This is an optimization exercise on Yosys and OpenROAD, whose aim is small area, not a production implementation. Where RTL was checked, it was by simulation tests only, not by an equivalence proof against the original.

// top_stopwatch
module top_stopwatch(
  input wire clk_100mhz,
  input wire rst,
  input wire btn_reset_raw,
  input wire btn_pause_raw,
  input wire sw_adj_raw,
  input wire sw_sel_raw,
  output wire [6:0] seg,
  output wire [3:0] an,
  output wire dp,
  output wire [3:0] led
);
Size in the first run: roughly 330 cells after synthesis, roughly 0.0029 mm² of cells after synthesis.
clock: 10.0 ns
lec_check: 0
abc_area: 1
cap_margin: 20
core_margin: 2
core_utilization: 40
slew_margin: 20
standard.sh (not shown) runs the stock make flow with config.mk's settings and CLKGATE_MAP_FILE= SYNTH_SCRIPT=/design/flow/synth_recipe.tcl, a recipe that flattens the netlist after the stock synthesis.
==> flow/flow/run.sh <==
#!/bin/bash
# Own layout flow: the standard flow, with three changes:
#  1. after the standard synthesis (kept as is, registers untouched), the
#     combinational logic between the registers is re-mapped by ABC with an
#     area-oriented script (flip-flop instances, names and cells are kept);
#  2. ports are buffered with the smallest buffer (buf_1);
#  3. clock tree synthesis without dummy loads, with small clock buffers.
# Each tool's output goes to a log file of its own in the work folder.
set -euo pipefail
W=$(pwd)
R=$W/orfs/results/${FLOW_PLATFORM:-sky130hd}/top_stopwatch/base
LIB=$FLOW_HOME/platforms/sky130hd/lib/sky130_fd_sc_hd__tt_025C_1v80.lib
source $W/flow/knobs.sh

bash standard.sh synth > $W/log_1_standard_synth.log 2>&1

# cell functions of the combinational cells (sequential cells stay black boxes)
yosys -q -p "read_liberty -ignore_miss_func $LIB; write_verilog -noattr $W/cells_all.v" > $W/log_2_cells.log 2>&1
awk '/^module /{buf=""; keep=1} {buf=buf $0 "\n"} /always|reg /{keep=0} /^endmodule/{if(keep) printf "%s\n", buf; buf=""}' \
  $W/cells_all.v > $W/cells_comb.v
DU=$(sed -n '/DONT_USE_CELLS += /,/^#/p' $FLOW_HOME/platforms/sky130hd/config.mk | grep -o "sky130_fd_sc_hd__[a-z0-9_]*" | sed 's/^/-dont_use /' | tr '\n' ' ')
cp $R/1_2_yosys.v $W/synth_standard.v
cp $W/flow/remap.abc $W/remap.abc
yosys -p "read_liberty -lib $LIB; read_verilog -overwrite $W/cells_comb.v; read_verilog $W/synth_standard.v; \
  hierarchy -top $FLOW_TOP; flatten; proc; techmap; opt -fast -purge; \
  abc -liberty $LIB $DU -script $W/remap.abc; opt_clean -purge; \
  hilomap -singleton -hicell sky130_fd_sc_hd__conb_1 HI -locell sky130_fd_sc_hd__conb_1 LO; \
  splitnets; opt_clean -purge; stat -liberty $LIB; write_verilog -noattr -nohex -nodec $W/synth_remapped.v" \
  > $W/log_3_remap.log 2>&1
cp $W/synth_remapped.v $R/1_2_yosys.v
rm -f $R/1_synth.odb $R/1_synth.sdc

bash standard.sh > $W/log_4_standard_rest.log 2>&1
==> flow/flow/knobs.sh <==
export BUFFER_PORTS_ARGS="-buffer_cell sky130_fd_sc_hd__buf_1"
export CTS_ARGS="-sink_clustering_enable -repair_clock_nets -sink_clustering_size 35 -buf_list sky130_fd_sc_hd__clkbuf_16 -dont_use_dummy_load"
Other scripts of this flow, unchanged in this note and not shown: flow/flow/remap.abc
Edit:
==> flow/flow/knobs.sh (replaced) <==
export BUFFER_PORTS_ARGS="-buffer_cell sky130_fd_sc_hd__buf_1"
export CTS_ARGS="-sink_clustering_enable -repair_clock_nets -sink_clustering_size 30 -sink_clustering_max_diameter 100 -buf_list sky130_fd_sc_hd__clkbuf_8 -dont_use_dummy_load"
Result: Area after synthesis is unchanged; wire length drops slightly; critical path depth does not change.
No run of this note included a check of the RTL's function; only the layout flow was run.


top_stopwatch, a different RTL version from the one above (not shown whole).
Size: roughly 22 I/O pins, roughly 2500 um^2 of cells after synthesis.
// top_stopwatch
module top_stopwatch(
  input wire clk_100mhz,
  input wire rst,
  input wire btn_reset_raw,
  input wire btn_pause_raw,
  input wire sw_adj_raw,
  input wire sw_sel_raw,
  output wire [6:0] seg,
  output wire [3:0] an,
  output wire dp,
  output wire [3:0] led
);
clock: 10.0 ns
lec_check: 0
abc_area: 1
cap_margin: 0
core_margin: 2
core_utilization: 40
gpl_timing_driven: 0
slew_margin: 0
==> flow/flow/run.sh <==
#!/bin/bash
# Own layout flow: the standard flow (standard.sh) with three changes:
#  1. after the standard synthesis (kept as is: registers, their names and
#     cells untouched), the combinational logic between the registers is
#     re-mapped by ABC with area-oriented scripts (flow/r0.abc, and ABC's
#     &deepsyn with 32 seeds); the smallest result is kept;
#  2. ports are buffered with the smallest buffer (buf_1);
#  3. clock tree synthesis without dummy loads, with small clock buffers.
# Each tool's output goes to a log file of its own in the work folder.
set -euo pipefail
W=$(pwd)
R=$W/orfs/results/${FLOW_PLATFORM:-sky130hd}/top_stopwatch/base
LIB=$FLOW_HOME/platforms/sky130hd/lib/sky130_fd_sc_hd__tt_025C_1v80.lib
source $W/flow/knobs.sh

bash standard.sh synth > $W/log_1_standard_synth.log 2>&1

# cell functions of the combinational cells (sequential cells stay black boxes)
yosys -q -p "read_liberty -ignore_miss_func $LIB; write_verilog -noattr $W/cells_all.v" > $W/log_2_cells.log 2>&1
awk '/^module /{buf=""; keep=1} {buf=buf $0 "\n"} /always|reg /{keep=0} /^endmodule/{if(keep) printf "%s\n", buf; buf=""}' \
  $W/cells_all.v > $W/cells_comb.v
DU=$(sed -n '/DONT_USE_CELLS += /,/^#/p' $FLOW_HOME/platforms/sky130hd/config.mk | grep -o "sky130_fd_sc_hd__[a-z0-9_]*" | sed 's/^/-dont_use /' | tr '\n' ' ')
cp $R/1_2_yosys.v $W/synth_standard.v
remap() {
  local n=$1
  cp $W/flow_$n.abc $W/remap_$n.abc
  yosys -p "read_liberty -lib $LIB; read_verilog -overwrite $W/cells_comb.v; read_verilog $W/synth_standard.v; \
    hierarchy -top $FLOW_TOP; flatten; proc; techmap; opt -fast -purge; \
    abc -liberty $LIB $DU -script $W/remap_$n.abc; opt_clean -purge; \
    hilomap -singleton -hicell sky130_fd_sc_hd__conb_1 HI -locell sky130_fd_sc_hd__conb_1 LO; \
    splitnets; opt_clean -purge; stat -liberty $LIB; write_verilog -noattr -nohex -nodec $W/synth_remap_$n.v" \
    > $W/log_3_remap_$n.log 2>&1 || true
}
# ABC scripts: flow/r0.abc, and &deepsyn (5 s) with seeds 1..32 followed by
# amap; they run NUM_CORES at a time
for i in $(seq 1 32); do
  echo "strash; &get -n; &deepsyn -T 5 -S $i; &put; strash; amap" > $W/flow_ds$i.abc
done
names="r0"; for i in $(seq 1 32); do names="$names ds$i"; done
cp $W/flow/r0.abc $W/flow_r0.abc
k=0
for n in $names; do
  remap $n &
  k=$((k + 1))
  if (( k % ${NUM_CORES:-4} == 0 )); then wait; fi
done
wait
best=""; best_area=""
for n in $names; do
  [[ -s $W/synth_remap_$n.v ]] || continue
  a=$(grep "Chip area" $W/log_3_remap_$n.log | tail -1 | awk '{print $NF}')
  [[ -n "$a" ]] || continue
  echo "$n $a" >> $W/remap_areas.txt
  if [[ -z "$best" ]] || awk -v a="$a" -v b="$best_area" 'BEGIN{exit !(a<b)}'; then best=$n; best_area=$a; fi
done
echo "chosen $best $best_area" >> $W/remap_areas.txt
cp $W/synth_remap_$best.v $R/1_2_yosys.v
rm -f $R/1_synth.odb $R/1_synth.sdc

bash standard.sh > $W/log_4_standard_rest.log 2>&1
Other scripts of this flow, unchanged in this note and not shown: flow/flow/knobs.sh, flow/flow/r0.abc
The starting point ran to the end with no violations.
==> next run, changes <==
--- a/flow/flow/run.sh
+++ b/flow/flow/run.sh
@@ -6 +6 @@
-#     &deepsyn with 32 seeds); the smallest result is kept;
+#     &deepsyn with 56 seeds); the smallest result is kept;
@@ -34,3 +34,5 @@
-# ABC scripts: flow/r0.abc, and &deepsyn (5 s) with seeds 1..32 followed by
-# amap; they run NUM_CORES at a time
-for i in $(seq 1 32); do
+# ABC scripts: flow/r0.abc, &deepsyn (5 s) with seeds 1..40 followed by
+# amap, and the same after a first mapping with &nf (seeds 41..56), for a
+# different starting structure; they run NUM_CORES at a time
+names="r0"
+for i in $(seq 1 40); do
@@ -37,0 +40 @@
+  names="$names ds$i"
@@ -39 +42,4 @@
-names="r0"; for i in $(seq 1 32); do names="$names ds$i"; done
+for i in $(seq 41 56); do
+  echo "strash; &get -n; &dch -f; &nf -R 1000; &put; strash; &get -n; &deepsyn -T 5 -S $i; &put; strash; amap" > $W/flow_ds$i.abc
+  names="$names ds$i"
+done
What happened: Maximum frequency stays the same; final cell count stays the same; design area does not change; non-clock buffer count stays the same; clock-buffer cell count does not change; setup slack is unchanged.


try-delta:
Another version of the RTL of top_stopwatch (not shown whole).
For scale: roughly 330 cells after synthesis, ~22 I/O pins.
Settings: LEC_CHECK=0, ABC_AREA=1, CAP_MARGIN=0, CORE_MARGIN=2, CORE_UTILIZATION=65, GPL_TIMING_DRIVEN=0, PLACE_DENSITY=0.8, SLEW_MARGIN=0; clock period 10.0 ns.
==> flow/flow/run.sh <==
#!/bin/bash
# Own layout flow: the standard flow (standard.sh) with three changes:
#  1. after the standard synthesis (kept as is: registers, their names and
#     cells untouched), the combinational logic between the registers is
#     re-mapped by ABC with area-oriented scripts (flow/r*.abc, most of them
#     ABC's &deepsyn with different seeds); the smallest result is kept;
#  2. ports are buffered with the smallest buffer (buf_1);
#  3. clock tree synthesis without dummy loads, with small clock buffers.
# Each tool's output goes to a log file of its own in the work folder.
set -euo pipefail
W=$(pwd)
R=$W/orfs/results/${FLOW_PLATFORM:-sky130hd}/top_stopwatch/base
LIB=$FLOW_HOME/platforms/sky130hd/lib/sky130_fd_sc_hd__tt_025C_1v80.lib
source $W/flow/knobs.sh

bash standard.sh synth > $W/log_1_standard_synth.log 2>&1

# cell functions of the combinational cells (sequential cells stay black boxes)
yosys -q -p "read_liberty -ignore_miss_func $LIB; write_verilog -noattr $W/cells_all.v" > $W/log_2_cells.log 2>&1
awk '/^module /{buf=""; keep=1} {buf=buf $0 "\n"} /always|reg /{keep=0} /^endmodule/{if(keep) printf "%s\n", buf; buf=""}' \
  $W/cells_all.v > $W/cells_comb.v
DU=$(sed -n '/DONT_USE_CELLS += /,/^#/p' $FLOW_HOME/platforms/sky130hd/config.mk | grep -o "sky130_fd_sc_hd__[a-z0-9_]*" | sed 's/^/-dont_use /' | tr '\n' ' ')
cp $R/1_2_yosys.v $W/synth_standard.v
remap() {
  local n=$1
  cp $W/flow/$n.abc $W/remap_$n.abc
  yosys -p "read_liberty -lib $LIB; read_verilog -overwrite $W/cells_comb.v; read_verilog $W/synth_standard.v; \
    hierarchy -top $FLOW_TOP; flatten; proc; techmap; opt -fast -purge; \
    abc -liberty $LIB $DU -script $W/remap_$n.abc; opt_clean -purge; \
    hilomap -singleton -hicell sky130_fd_sc_hd__conb_1 HI -locell sky130_fd_sc_hd__conb_1 LO; \
    splitnets; opt_clean -purge; stat -liberty $LIB; write_verilog -noattr -nohex -nodec $W/synth_remap_$n.v" \
    > $W/log_3_remap_$n.log 2>&1 || true
}
# the scripts run NUM_CORES at a time
k=0
for s in $W/flow/r*.abc; do
  remap $(basename $s .abc) &
  k=$((k + 1))
  if (( k % ${NUM_CORES:-4} == 0 )); then wait; fi
done
wait
best=""; best_area=""
for s in $W/flow/r*.abc; do
  n=$(basename $s .abc)
  [[ -s $W/synth_remap_$n.v ]] || continue
  a=$(grep "Chip area" $W/log_3_remap_$n.log | tail -1 | awk '{print $NF}')
  [[ -n "$a" ]] || continue
  echo "$n $a" >> $W/remap_areas.txt
  if [[ -z "$best" ]] || awk -v a="$a" -v b="$best_area" 'BEGIN{exit !(a<b)}'; then best=$n; best_area=$a; fi
done
echo "chosen $best $best_area" >> $W/remap_areas.txt
cp $W/synth_remap_$best.v $R/1_2_yosys.v
rm -f $R/1_synth.odb $R/1_synth.sdc

bash standard.sh > $W/log_4_standard_rest.log 2>&1
==> flow/flow/r1.abc <==
strash; &get -n; &deepsyn -T 20 -S 1; &put; strash; amap
==> flow/flow/r10.abc <==
strash; &get -n; &deepsyn -T 20 -S 10 -t; &put; strash; amap
==> flow/flow/r11.abc <==
strash; &get -n; &deepsyn -T 20 -S 11; &put; strash; amap
==> flow/flow/r12.abc <==
strash; &get -n; &deepsyn -T 20 -S 12 -t; &put; strash; amap
==> flow/flow/r13.abc <==
strash; &get -n; &deepsyn -T 20 -S 13; &put; strash; amap
==> flow/flow/r14.abc <==
strash; &get -n; &deepsyn -T 20 -S 14 -o; &put; strash; amap
==> flow/flow/r15.abc <==
strash; &get -n; &deepsyn -T 20 -S 6 -t; &put; strash; amap
==> flow/flow/r2.abc <==
strash; &get -n; &deepsyn -T 20 -S 2; &put; strash; amap
==> flow/flow/r3.abc <==
strash; &get -n; &deepsyn -T 20 -S 3; &put; strash; amap
==> flow/flow/r4.abc <==
strash; &get -n; &deepsyn -T 20 -S 3 -t; &put; strash; amap
==> flow/flow/r5.abc <==
strash; &get -n; &deepsyn -T 20 -S 4; &put; strash; amap
==> flow/flow/r6.abc <==
strash; &get -n; &deepsyn -T 20 -S 5 -t; &put; strash; amap
==> flow/flow/r7.abc <==
strash; &get -n; &deepsyn -T 20 -S 7; &put; strash; amap
==> flow/flow/r8.abc <==
strash; &get -n; &deepsyn -T 20 -S 8 -o; &put; strash; amap
==> flow/flow/r9.abc <==
strash; &get -n; &deepsyn -T 20 -S 9; &put; strash; amap
Other scripts of this flow, unchanged in this note and not shown: flow/flow/knobs.sh, flow/flow/r0.abc
try-delta | stages: all done | timing, DRC, antenna: all pass
Input-level comparison between try-xenon and try-delta:
- swapping 65 for 40 in CORE_UTILIZATION
- clearing PLACE_DENSITY, which used to be 0.8
diff --git a/flow/flow/run.sh b/flow/flow/run.sh
--- a/flow/flow/run.sh
+++ b/flow/flow/run.sh
@@ -3,6 +3,6 @@
 #  1. after the standard synthesis (kept as is: registers, their names and
 #     cells untouched), the combinational logic between the registers is
-#     re-mapped by ABC with area-oriented scripts (flow/r*.abc, most of them
-#     ABC's &deepsyn with different seeds); the smallest result is kept;
+#     re-mapped by ABC with area-oriented scripts (flow/r0.abc, and ABC's
+#     &deepsyn with 32 seeds); the smallest result is kept;
 #  2. ports are buffered with the smallest buffer (buf_1);
 #  3. clock tree synthesis without dummy loads, with small clock buffers.
@@ -24,5 +24,5 @@
 remap() {
   local n=$1
-  cp $W/flow/$n.abc $W/remap_$n.abc
+  cp $W/flow_$n.abc $W/remap_$n.abc
   yosys -p "read_liberty -lib $LIB; read_verilog -overwrite $W/cells_comb.v; read_verilog $W/synth_standard.v; \
     hierarchy -top $FLOW_TOP; flatten; proc; techmap; opt -fast -purge; \
@@ -32,8 +32,14 @@
     > $W/log_3_remap_$n.log 2>&1 || true
 }
-# the scripts run NUM_CORES at a time
+# ABC scripts: flow/r0.abc, and &deepsyn (5 s) with seeds 1..32 followed by
+# amap; they run NUM_CORES at a time
+for i in $(seq 1 32); do
+  echo "strash; &get -n; &deepsyn -T 5 -S $i; &put; strash; amap" > $W/flow_ds$i.abc
+done
+names="r0"; for i in $(seq 1 32); do names="$names ds$i"; done
+cp $W/flow/r0.abc $W/flow_r0.abc
 k=0
-for s in $W/flow/r*.abc; do
-  remap $(basename $s .abc) &
+for n in $names; do
+  remap $n &
   k=$((k + 1))
   if (( k % ${NUM_CORES:-4} == 0 )); then wait; fi
@@ -41,6 +47,5 @@
 wait
 best=""; best_area=""
-for s in $W/flow/r*.abc; do
-  n=$(basename $s .abc)
+for n in $names; do
   [[ -s $W/synth_remap_$n.v ]] || continue
   a=$(grep "Chip area" $W/log_3_remap_$n.log | tail -1 | awk '{print $NF}')
removed: flow/flow/r1.abc
removed: flow/flow/r10.abc
removed: flow/flow/r11.abc
removed: flow/flow/r12.abc
removed: flow/flow/r13.abc
removed: flow/flow/r14.abc
removed: flow/flow/r15.abc
removed: flow/flow/r2.abc
removed: flow/flow/r3.abc
removed: flow/flow/r4.abc
removed: flow/flow/r5.abc
removed: flow/flow/r6.abc
removed: flow/flow/r7.abc
removed: flow/flow/r8.abc
removed: flow/flow/r9.abc
Results
- For try-delta and try-xenon, there was not a single run that failed to finish clean.
- The final core area utilization in try-xenon sits 27 points below the value recorded for try-delta.
- Changes observed in try-xenon relative to try-delta: worst setup slack went up 0.016 ns, total cell area at the placement stage went up, core outline area grew by 2400 µm², final instance area up about 0.35%.
Input changes introduced in try-garnet (baseline for comparison: try-xenon):
diff --git a/flow/flow/run.sh b/flow/flow/run.sh
--- a/flow/flow/run.sh
+++ b/flow/flow/run.sh
@@ -3,6 +3,6 @@
 #  1. after the standard synthesis (kept as is: registers, their names and
 #     cells untouched), the combinational logic between the registers is
-#     re-mapped by ABC with area-oriented scripts (flow/r0.abc, and ABC's
-#     &deepsyn with 32 seeds); the smallest result is kept;
+#     re-mapped by ABC with area-oriented scripts (flow/r*.abc, most of them
+#     ABC's &deepsyn with different seeds); the smallest result is kept;
 #  2. ports are buffered with the smallest buffer (buf_1);
 #  3. clock tree synthesis without dummy loads, with small clock buffers.
@@ -24,5 +24,5 @@
 remap() {
   local n=$1
-  cp $W/flow_$n.abc $W/remap_$n.abc
+  cp $W/flow/$n.abc $W/remap_$n.abc
   yosys -p "read_liberty -lib $LIB; read_verilog -overwrite $W/cells_comb.v; read_verilog $W/synth_standard.v; \
     hierarchy -top $FLOW_TOP; flatten; proc; techmap; opt -fast -purge; \
@@ -32,14 +32,8 @@
     > $W/log_3_remap_$n.log 2>&1 || true
 }
-# ABC scripts: flow/r0.abc, and &deepsyn (5 s) with seeds 1..32 followed by
-# amap; they run NUM_CORES at a time
-for i in $(seq 1 32); do
-  echo "strash; &get -n; &deepsyn -T 5 -S $i; &put; strash; amap" > $W/flow_ds$i.abc
-done
-names="r0"; for i in $(seq 1 32); do names="$names ds$i"; done
-cp $W/flow/r0.abc $W/flow_r0.abc
+# the scripts run NUM_CORES at a time
 k=0
-for n in $names; do
-  remap $n &
+for s in $W/flow/r*.abc; do
+  remap $(basename $s .abc) &
   k=$((k + 1))
   if (( k % ${NUM_CORES:-4} == 0 )); then wait; fi
@@ -47,5 +41,6 @@
 wait
 best=""; best_area=""
-for n in $names; do
+for s in $W/flow/r*.abc; do
+  n=$(basename $s .abc)
   [[ -s $W/synth_remap_$n.v ]] || continue
   a=$(grep "Chip area" $W/log_3_remap_$n.log | tail -1 | awk '{print $NF}')
==> flow/flow/r1.abc (new file) <==
strash; &get -n; &deepsyn -T 20 -S 1; &put; strash; amap
==> flow/flow/r10.abc (new file) <==
strash; &get -n; &deepsyn -T 20 -S 10 -t; &put; strash; amap
==> flow/flow/r11.abc (new file) <==
strash; &get -n; &deepsyn -T 20 -S 11; &put; strash; amap
==> flow/flow/r12.abc (new file) <==
strash; &get -n; &deepsyn -T 20 -S 12 -t; &put; strash; amap
==> flow/flow/r13.abc (new file) <==
strash; &get -n; &deepsyn -T 20 -S 13; &put; strash; amap
==> flow/flow/r14.abc (new file) <==
strash; &get -n; &deepsyn -T 20 -S 14 -o; &put; strash; amap
==> flow/flow/r15.abc (new file) <==
strash; &get -n; &deepsyn -T 20 -S 6 -t; &put; strash; amap
==> flow/flow/r2.abc (new file) <==
strash; &get -n; &deepsyn -T 20 -S 2; &put; strash; amap
==> flow/flow/r3.abc (new file) <==
strash; &get -n; &deepsyn -T 20 -S 3; &put; strash; amap
==> flow/flow/r4.abc (new file) <==
strash; &get -n; &deepsyn -T 20 -S 3 -t; &put; strash; amap
==> flow/flow/r5.abc (new file) <==
strash; &get -n; &deepsyn -T 20 -S 4; &put; strash; amap
==> flow/flow/r6.abc (new file) <==
strash; &get -n; &deepsyn -T 20 -S 5 -t; &put; strash; amap
==> flow/flow/r7.abc (new file) <==
strash; &get -n; &deepsyn -T 20 -S 7; &put; strash; amap
==> flow/flow/r8.abc (new file) <==
strash; &get -n; &deepsyn -T 20 -S 8 -o; &put; strash; amap
==> flow/flow/r9.abc (new file) <==
strash; &get -n; &deepsyn -T 20 -S 9; &put; strash; amap
--- outcome ---
Global-route usage: try-garnet < try-xenon
try-garnet vs. try-xenon: synthesized cell count rose 2, routed wire length now smaller, post-synthesis area per instance shows no meaningful change, minimum hold slack level.

[port drivers added, routing unchanged]
How much do the figures lean on ideal ports? The routed layouts below were timed once more, with nothing changed but the port constraints. Step 1 assumes that a clkbuf_16 drives the clock port and a buf_2 every other input. Step 2 times the ports against the registers' clock, not the clock port: input delays grow and output delays shrink by t, the midpoint of the rising clock arrivals with the driver on. Three values: ideal, step 1, step 2; two values: the first two.
| run | shift t [ns] | setup slack, ns | worst hold slack (ns) | worst setup path after step 2 | slew at the worst register clock pin (ns) |
|---|---|---|---|---|---|
| the first run of note 1 | 0.353 | 5.166 / 5.131 / 5.484 | 0.390 / 0.390 / 0.390 | register to output | 0.05 / 0.05 |
| the second run of note 1 | 0.348 | 5.160 / 5.132 / 5.480 | 0.394 / 0.394 / 0.394 | register to output | 0.07 / 0.07 |
| the first run of note 2 | 0.415 | 5.080 / 5.054 / 5.223 | 0.374 / 0.374 / 0.374 | input to register | 0.11 / 0.11 |
| the second run of note 2 | 0.415 | 5.080 / 5.054 / 5.223 | 0.374 / 0.374 / 0.374 | input to register | 0.11 / 0.11 |
| try-delta | 0.407 | 4.514 / 4.487 / 4.895 | 0.383 / 0.383 / 0.383 | register to output | 0.10 / 0.10 |
| try-xenon | 0.412 | 4.530 / 4.504 / 4.916 | 0.386 / 0.386 / 0.386 | register to output | 0.10 / 0.10 |
| try-garnet | 0.408 | 3.687 / 3.662 / 4.070 | 0.384 / 0.384 / 0.384 | register to output | 0.10 / 0.10 |
After both steps setup and hold are still met in every run listed.
